Background: an optimization exercise with open tools, aiming at small area. Do not read the settings as production practice.
Function was checked by simulation only, so behaviour that the tests miss may differ from the original.
No activity file was given, so power comes from the tool's default toggle rates.

// display_chronometer
module display_chronometer #(parameter CLK_DIV = 100) (
    input            clk,
    input            rst,
    input            start,
    input            stop,
    input            restart,
    output [7:0]     hex_display,
    output [3:0]     an
);
Settings: LEC_CHECK=0, CAP_MARGIN=0, CORE_MARGIN=2, CORE_UTILIZATION=40, SLEW_MARGIN=0; clock period 10.0 ns.
standard.sh (not shown) runs the stock make flow with config.mk's settings and CLKGATE_MAP_FILE= SYNTH_SCRIPT=/design/flow/synth_recipe.tcl, a recipe that flattens the netlist after the stock synthesis.
==> flow/flow/run.sh <==
#!/bin/bash
# Layout flow: the standard layout (standard.sh) with two changes:
#  * synthesis runs synth_recipe.tcl with an area-oriented abc mapping script
#    (flow/synth.tcl, flow/area.abc); everything else in it is unchanged;
#  * clock tree: clkbuf_4 buffers, clusters of at most 10 sinks, no dummy
#    loads;
#  * port buffers (every input and output still gets one) are buf_1 cells
#    instead of the default clkdlybuf4s50_1.
# Each tool's output: flow_synth.log and flow_make.log here, and ORFS's own
# per-step logs under orfs/logs/.
set -euo pipefail
W=$(pwd)
export FLOW_WORK=$W
export FLOW_ABC_SCRIPT=$W/flow/area.abc
# synthesis only, with our script; standard.sh then finds it done
make -C "$FLOW_HOME" DESIGN_CONFIG="$FLOW_CONFIG" WORK_HOME="$W/orfs" CLKGATE_MAP_FILE= \
  SYNTH_SCRIPT="$W/flow/synth.tcl" synth > flow_synth.log 2>&1
export CTS_ARGS="-sink_clustering_enable -repair_clock_nets -dont_use_dummy_load -buf_list sky130_fd_sc_hd__clkbuf_4 -sink_clustering_size 10 -sink_clustering_max_diameter 35"
export BUFFER_PORTS_ARGS="-buffer_cell sky130_fd_sc_hd__buf_1"
bash standard.sh > flow_make.log 2>&1
==> flow/flow/area.abc <==
&get -n
&st
&dch
&nf -C 32 -p -R 100 -F 10 -A 10 -a
&put
==> flow/flow/synth.tcl <==
# The standard synthesis (synth_recipe.tcl, unchanged), with only the abc
# technology-mapping script swapped for an area-oriented one (flow/area.abc).
# Registers are mapped before abc runs, so they come out as in the standard
# synthesis.
proc abc {args} {
  set i [lsearch -exact $args -script]
  if {$i >= 0} { lset args [expr {$i + 1}] $::env(FLOW_ABC_SCRIPT) }
  yosys abc {*}$args
}
source $::env(FLOW_WORK)/synth_recipe.tcl
The baseline went through all stages and came out clean.
Edit:
--- a/flow/flow/run.sh
+++ b/flow/flow/run.sh
@@ -6,3 +6 @@
-#    loads;
-#  * port buffers (every input and output still gets one) are buf_1 cells
-#    instead of the default clkdlybuf4s50_1.
+#    loads.
@@ -19 +16,0 @@
-export BUFFER_PORTS_ARGS="-buffer_cell sky130_fd_sc_hd__buf_1"
Settings changed: CAP_MARGIN 0 to 20, SLEW_MARGIN 0 to 20.
What happened: The new run finished clean. Via count increases by 0.64%. Critical path depth is unchanged. Count of clock-buffer cells in the layout goes down by 1. Routed wire length went down by 0.70%. Non-clock buffer count does not change. Clock power hardly moves. Power is higher by 0.67%. Final cell count is about the same.

---

display_chronometer, a different RTL version from the one above (not shown whole).
Size in the first run: ~870 cells after synthesis, roughly 350 flip-flops, roughly 17 I/O pins, roughly 0.011 mm² of cells after synthesis.
export LEC_CHECK = 0
export CAP_MARGIN = 0
export CORE_MARGIN = 2
export CORE_UTILIZATION = 60
export SLEW_MARGIN = 0
create_clock -name core_clock -period 10.0 [get_ports {clk}]
==> flow/flow/run.sh <==
#!/bin/bash
# Layout flow: the standard layout (standard.sh) with these changes:
#  * synthesis runs synth_recipe.tcl with an area-oriented abc mapping script
#    (flow/synth.tcl, flow/area.abc); everything else in it is unchanged;
#  * clock tree: clkbuf_4 buffers, clusters of at most 10 sinks within 35 um, no dummy
#    loads;
#  * port buffers (every input and output still gets one) are buf_1 cells
#    instead of the default clkdlybuf4s50_1.
# Each tool's output: flow_synth.log and flow_make.log here, and ORFS's own
# per-step logs under orfs/logs/.
set -euo pipefail
W=$(pwd)
export FLOW_WORK=$W
export FLOW_ABC_SCRIPT=$W/flow/area.abc
# synthesis only, with our script; standard.sh then finds it done
make -C "$FLOW_HOME" DESIGN_CONFIG="$FLOW_CONFIG" WORK_HOME="$W/orfs" CLKGATE_MAP_FILE= \
  SYNTH_SCRIPT="$W/flow/synth.tcl" synth > flow_synth.log 2>&1
export CTS_ARGS="-sink_clustering_enable -repair_clock_nets -dont_use_dummy_load -buf_list sky130_fd_sc_hd__clkbuf_4 -sink_clustering_size 10 -sink_clustering_max_diameter 35"
export BUFFER_PORTS_ARGS="-buffer_cell sky130_fd_sc_hd__buf_1"
bash standard.sh > flow_make.log 2>&1
Scripts as last shown in full above: flow/flow/area.abc, flow/flow/synth.tcl
The starting point produced a clean layout.
Change:
Settings changed: CORE_UTILIZATION 60 to 40.
Final area increases by 1.9%.
Wire length fell by about 2.2%.
Clock skew goes up by 0.031 ns.

---

the baseline:
The RTL this note starts from:
==> flow/design.v <==
module display_chronometer #(parameter CLK_DIV = 100) (
    input            clk,
    input            rst,
    input            start,
    input            stop,
    input            restart,
    output [7:0]     hex_display,
    output [3:0]     an
);
   localparam IDLE = 2'd0, RUN = 2'd1, STOP = 2'd2, START = 2'd3;
   reg q1, q2;
   always @(posedge clk or posedge rst)
     if (rst) begin q1 <= 1'b0; q2 <= 1'b0; end
     else begin q1 <= start; q2 <= q1; end
   wire b_start   =  q2 & ~restart & ~stop;
   wire b_stop    = ~q2 & ~restart &  stop;
   wire b_restart = ~q2 &  restart & ~stop;
   reg [1:0]  st;
   reg [15:0] value;
   reg [6:0]  cnt;
   reg        wen, ren;
   reg [3:0]  wa;
   reg        busy, a10, we, ack;
   reg [15:0] data;
   reg [15:0] rdata;
   reg        warm0, warm1;
   reg [12:0] dcnt;
   wire [1:0] ph = dcnt[1:0];
   reg        init;                
   reg        cv, cpt, csr;         
   reg [1:0]  cage;
   reg [3:0]  ca;
   reg        ov;                  
   reg [3:0]  oa;
   reg        rp;                  
   reg [15:0] ring0 [0:3];
   reg [15:0] ring1 [0:3];
   reg [15:0] ring2 [0:3];
   reg [15:0] ring3 [0:3];
   wire take_wr  = ~busy & wen;
   wire take_rd  = ~busy & ~wen & ren;
   wire take_wr0 = take_wr & (st == STOP);
   wire ack_now  = busy & ack;
   wire busy_nxt = take_wr | take_rd | (busy & ~ack);
   wire warm_sel = a10 ? warm1 : warm0;
   wire [3:0] ta = wa - 4'd1;      
   wire [1:0] ev_c = ca[1:0] + ph;
   wire [1:0] ev_o = oa[1:0] + ph;
   wire [1:0] ev_t = ta[1:0] + ph;
   wire stay_stop = (st == STOP) & ~b_start & ~b_restart;
   wire tp        = (st == STOP) & b_start & ~busy_nxt;
   wire c_elig    = (cage == 2'd1) ? ~stay_stop : (cage == 2'd2) ? ~tp : 1'b1;
   wire commit_c  = cv & (ev_c == 2'd3) & c_elig;
   wire commit_o  = ov & (ev_o == 2'd3);
   wire [15:0] wsrc = (commit_o | csr) ? rdata : data;
   wire [3:0] wp;
   assign wp[0] = ~init | (commit_c & (ca[3:2] == 2'd0)) | (commit_o & (oa[3:2] == 2'd0));
   assign wp[1] = ~init | (commit_c & (ca[3:2] == 2'd1)) | (commit_o & (oa[3:2] == 2'd1));
   assign wp[2] = ~init | (commit_c & (ca[3:2] == 2'd2)) | (commit_o & (oa[3:2] == 2'd2));
   assign wp[3] = ~init | (commit_c & (ca[3:2] == 2'd3)) | (commit_o & (oa[3:2] == 2'd3));
   reg [15:0] tail;
   always @(*) begin
      case (ta[3:2])
        2'd0: tail = ring0[3];
        2'd1: tail = ring1[3];
        2'd2: tail = ring2[3];
        default: tail = ring3[3];
      endcase
   end
   wire rd_take_w = take_rd & warm0;
   wire rd_now    = (rd_take_w | rp) & (ev_t == 2'd3);
   wire byp       = (commit_c & ~cpt & (ca == ta)) | (commit_o & (oa == ta));
   wire [15:0] sample = byp ? wsrc : tail;
   integer k;
   always @(posedge clk) begin
      ring0[0] <= wp[0] ? wsrc : ring0[3];
      ring1[0] <= wp[1] ? wsrc : ring1[3];
      ring2[0] <= wp[2] ? wsrc : ring2[3];
      ring3[0] <= wp[3] ? wsrc : ring3[3];
      for (k = 1; k < 4; k = k + 1) begin
         ring0[k] <= ring0[k-1];
         ring1[k] <= ring1[k-1];
         ring2[k] <= ring2[k-1];
         ring3[k] <= ring3[k-1];
      end
   end
   always @(posedge clk or posedge rst) begin
      if (rst) begin
         st <= IDLE; wen <= 1'b0; ren <= 1'b0;
         busy <= 1'b0; ack <= 1'b0; data <= 16'd0;
         warm0 <= 1'b0; warm1 <= 1'b0;
         init <= 1'b0; cv <= 1'b0; csr <= 1'b0; ov <= 1'b0; rp <= 1'b0;
      end else begin
         case (st)
           IDLE: begin
              wen <= ~b_start;
              if (b_start) st <= RUN;
           end
           RUN: begin
              if (b_stop) begin
                 st <= STOP;
                 wen <= 1'b1;
              end else if (b_restart) begin
                 st <= IDLE;
              end else begin
                 wen <= (cnt == CLK_DIV);
              end
           end
           STOP: begin
              wen <= 1'b0;
              if (b_start) begin
                 st <= START;
                 ren <= 1'b1;
              end else if (b_restart) begin
                 st <= IDLE;
              end
           end
           START: begin
              ren <= 1'b0;
              if (ack_now) st <= RUN;
           end
         endcase
         if (take_wr) begin
            busy <= 1'b1;
            data <= value;
         end else if (take_rd) begin
            busy <= 1'b1;
         end else if (ack_now) begin
            busy <= 1'b0;
         end
         if (busy & ~ack) begin
            if (warm_sel) ack <= 1'b1;
            else if (a10) warm1 <= 1'b1;
            else warm0 <= 1'b1;
         end else begin
            ack <= 1'b0;
         end
         if (ph == 2'd3) init <= 1'b1;
         if (rd_now) rp <= 1'b0;
         else if (rd_take_w) rp <= 1'b1;
         if (commit_o) ov <= 1'b0;
         if (take_wr0) begin
            if (cv & ~commit_c) ov <= 1'b1;
            cv <= 1'b1;
            csr <= 1'b0;
         end else if (cv) begin
            if (commit_c) cv <= 1'b0;
            if (take_wr) csr <= 1'b1;
         end
      end
   end
   always @(posedge clk) begin
      case (st)
        IDLE: begin
           value <= 16'd0;
           cnt <= 7'd0;
        end
        RUN: begin
           if (~b_stop & ~b_restart) begin
              if (cnt == CLK_DIV) begin
                 value <= value + 16'd1;
                 cnt <= 7'd1;
              end else begin
                 cnt <= cnt + 7'd1;
              end
           end
        end
        STOP: begin
           if (b_start | b_restart) wa <= wa + 4'd1;
           if (b_start) value <= (ack_now & we) ? data : rdata;
        end
        default: ;
      endcase
      if (take_wr) begin
         a10 <= (st != STOP);
         we <= 1'b1;
      end else if (take_rd) begin
         a10 <= 1'b0;
         we <= 1'b0;
      end
      if (ack_now & we) rdata <= data;
      else if (take_rd & ~warm0) rdata <= 16'd0;    
      else if (rd_now) rdata <= sample;
      if (take_wr0) begin
         if (cv & ~commit_c) oa <= ca;
         ca <= wa;
         cage <= 2'd1;
         cpt <= 1'b0;
      end else if (cv) begin
         if (cage != 2'd3) cage <= cage + 2'd1;
         if (cage == 2'd2 && tp) cpt <= 1'b1;
      end
   end
   always @(posedge clk or posedge rst)
     if (rst) dcnt <= 13'd0;
     else dcnt <= dcnt + 13'd1;
   reg [3:0] digit;
   reg [3:0] an_r;
   always @(*) begin
      case (dcnt[12:11])
        2'b00: begin digit = data[3:0];   an_r = 4'b1110; end
        2'b01: begin digit = data[7:4];   an_r = 4'b1101; end
        2'b10: begin digit = data[11:8];  an_r = 4'b1011; end
        default: begin digit = data[15:12]; an_r = 4'b0111; end
      endcase
   end
   assign an = an_r;
   reg [6:0] seg;
   always @(*) begin
      case (digit)
        4'h0: seg = 7'b1000000;
        4'h1: seg = 7'b1111001;
        4'h2: seg = 7'b0100100;
        4'h3: seg = 7'b0110000;
        4'h4: seg = 7'b0011001;
        4'h5: seg = 7'b0010010;
        4'h6: seg = 7'b0000010;
        4'h7: seg = 7'b1111000;
        4'h8: seg = 7'b0000000;
        4'h9: seg = 7'b0010000;
        4'ha: seg = 7'b0001000;
        4'hb: seg = 7'b0000011;
        4'hc: seg = 7'b1000110;
        4'hd: seg = 7'b0100001;
        4'he: seg = 7'b0000110;
        default: seg = 7'b0001110;
      endcase
   end
   assign hex_display = {1'b1, seg};
endmodule
clock: 10.0 ns
lec_check: 0
cap_margin: 20
core_margin: 2
core_utilization: 40
slew_margin: 20
==> flow/flow/run.sh <==
#!/bin/bash
# Standard ORFS layout (the standard.sh, unchanged synthesis), with a
# lighter clock tree: clkbuf_4 leaf buffers, clusters of at most 10 sinks and
# no dummy loads.  Tool output goes to flow_make.log in the work folder; ORFS
# keeps each step's own log under orfs/logs/.
set -euo pipefail
export CTS_ARGS="-sink_clustering_enable -repair_clock_nets -dont_use_dummy_load -buf_list sky130_fd_sc_hd__clkbuf_4 -sink_clustering_size 10 -sink_clustering_max_diameter 35"
bash standard.sh > flow_make.log 2>&1
Inputs modified between the baseline and the candidate:
Settings: CTS_BUF_LIST newly set to sky130_fd_sc_hd__clkbuf_4 sky130_fd_sc_hd__clkbuf_8.
==> flow/run.sh (new file) <==
#!/bin/bash
# synth_recipe.tcl (not shown) runs the flow's synth.tcl, then flattens the netlist and writes it again
# the make line also repeats each setting of config.mk as NAME=value (left out here)
make -C /OpenROAD-flow-scripts/flow DESIGN_CONFIG=/design/flow/config.mk WORK_HOME=/design/flow/orfs CLKGATE_MAP_FILE= SYNTH_SCRIPT=/design/flow/synth_recipe.tcl finish
removed: flow/flow/run.sh
removed: flow/standard.sh
### Flow results
Comparing the baseline with the candidate, the global placer's final weighted congestion came out essentially unchanged. Changes observed in the candidate relative to the baseline: leakage power of the design picked up an extra about 8%, met3 routing resource usage after global routing was more or less identical. Setup slack in the candidate is larger than in the baseline. Diff the baseline -> the candidate: power in combinational cells saw little to no change, power density over the cells saw an increase, initial antenna violation count saw a decrease, diode insertion count for antenna repair saw a decrease, net switching share of the total power saw a decrease. NOTE: cell area in the candidate exceeds that of the baseline. Against the baseline, the candidate comes in 2.7% higher on global-route wire length before repair.

[separate check: timing with driven ports]
How much do the figures lean on ideal ports? The routed layouts below were timed once more, with nothing changed but the port constraints.
Step 1 sets driving cells, clkbuf_16 on the clock port and buf_2 on the other inputs (assumed; they add their load-dependent delay and slew).
Step 2 also shifts input and output timing later by t, the mid clock arrival at the registers, as if the neighbouring blocks saw the same clock.
a / b / c = ideal / step 1 / step 2; a / b = the first two.
run | t (ns) | setup slack, ns | worst setup path at the end | clock arrival spread, ns | slew at the worst register clock pin (ns)
the first run of note 1 | 0.681 | 5.035 / 4.996 / 4.591 | input to register | 0.084 / 0.083 | 0.10 / 0.10
the second run of note 1 | 0.676 | 4.689 / 4.649 / 4.371 | input to register | 0.069 / 0.069 | 0.11 / 0.11
the first run of note 2 | 0.667 | 5.067 / 5.030 / 4.974 | input to register | 0.064 / 0.065 | 0.11 / 0.11
the second run of note 2 | 0.686 | 5.100 / 5.058 / 4.607 | input to register | 0.096 / 0.096 | 0.12 / 0.12
the baseline | 0.691 | 4.872 / 4.832 / 5.194 | input to register | 0.090 / 0.091 | 0.11 / 0.11
the candidate | 0.636 | 4.933 / 4.889 / 5.179 | input to register | 0.036 / 0.036 | 0.07 / 0.07
After both steps every run listed still meets setup and hold. The setup slack of the second run of note 2, which loses most, moves by -0.042 ns with the drivers and by -0.493 ns with both steps.
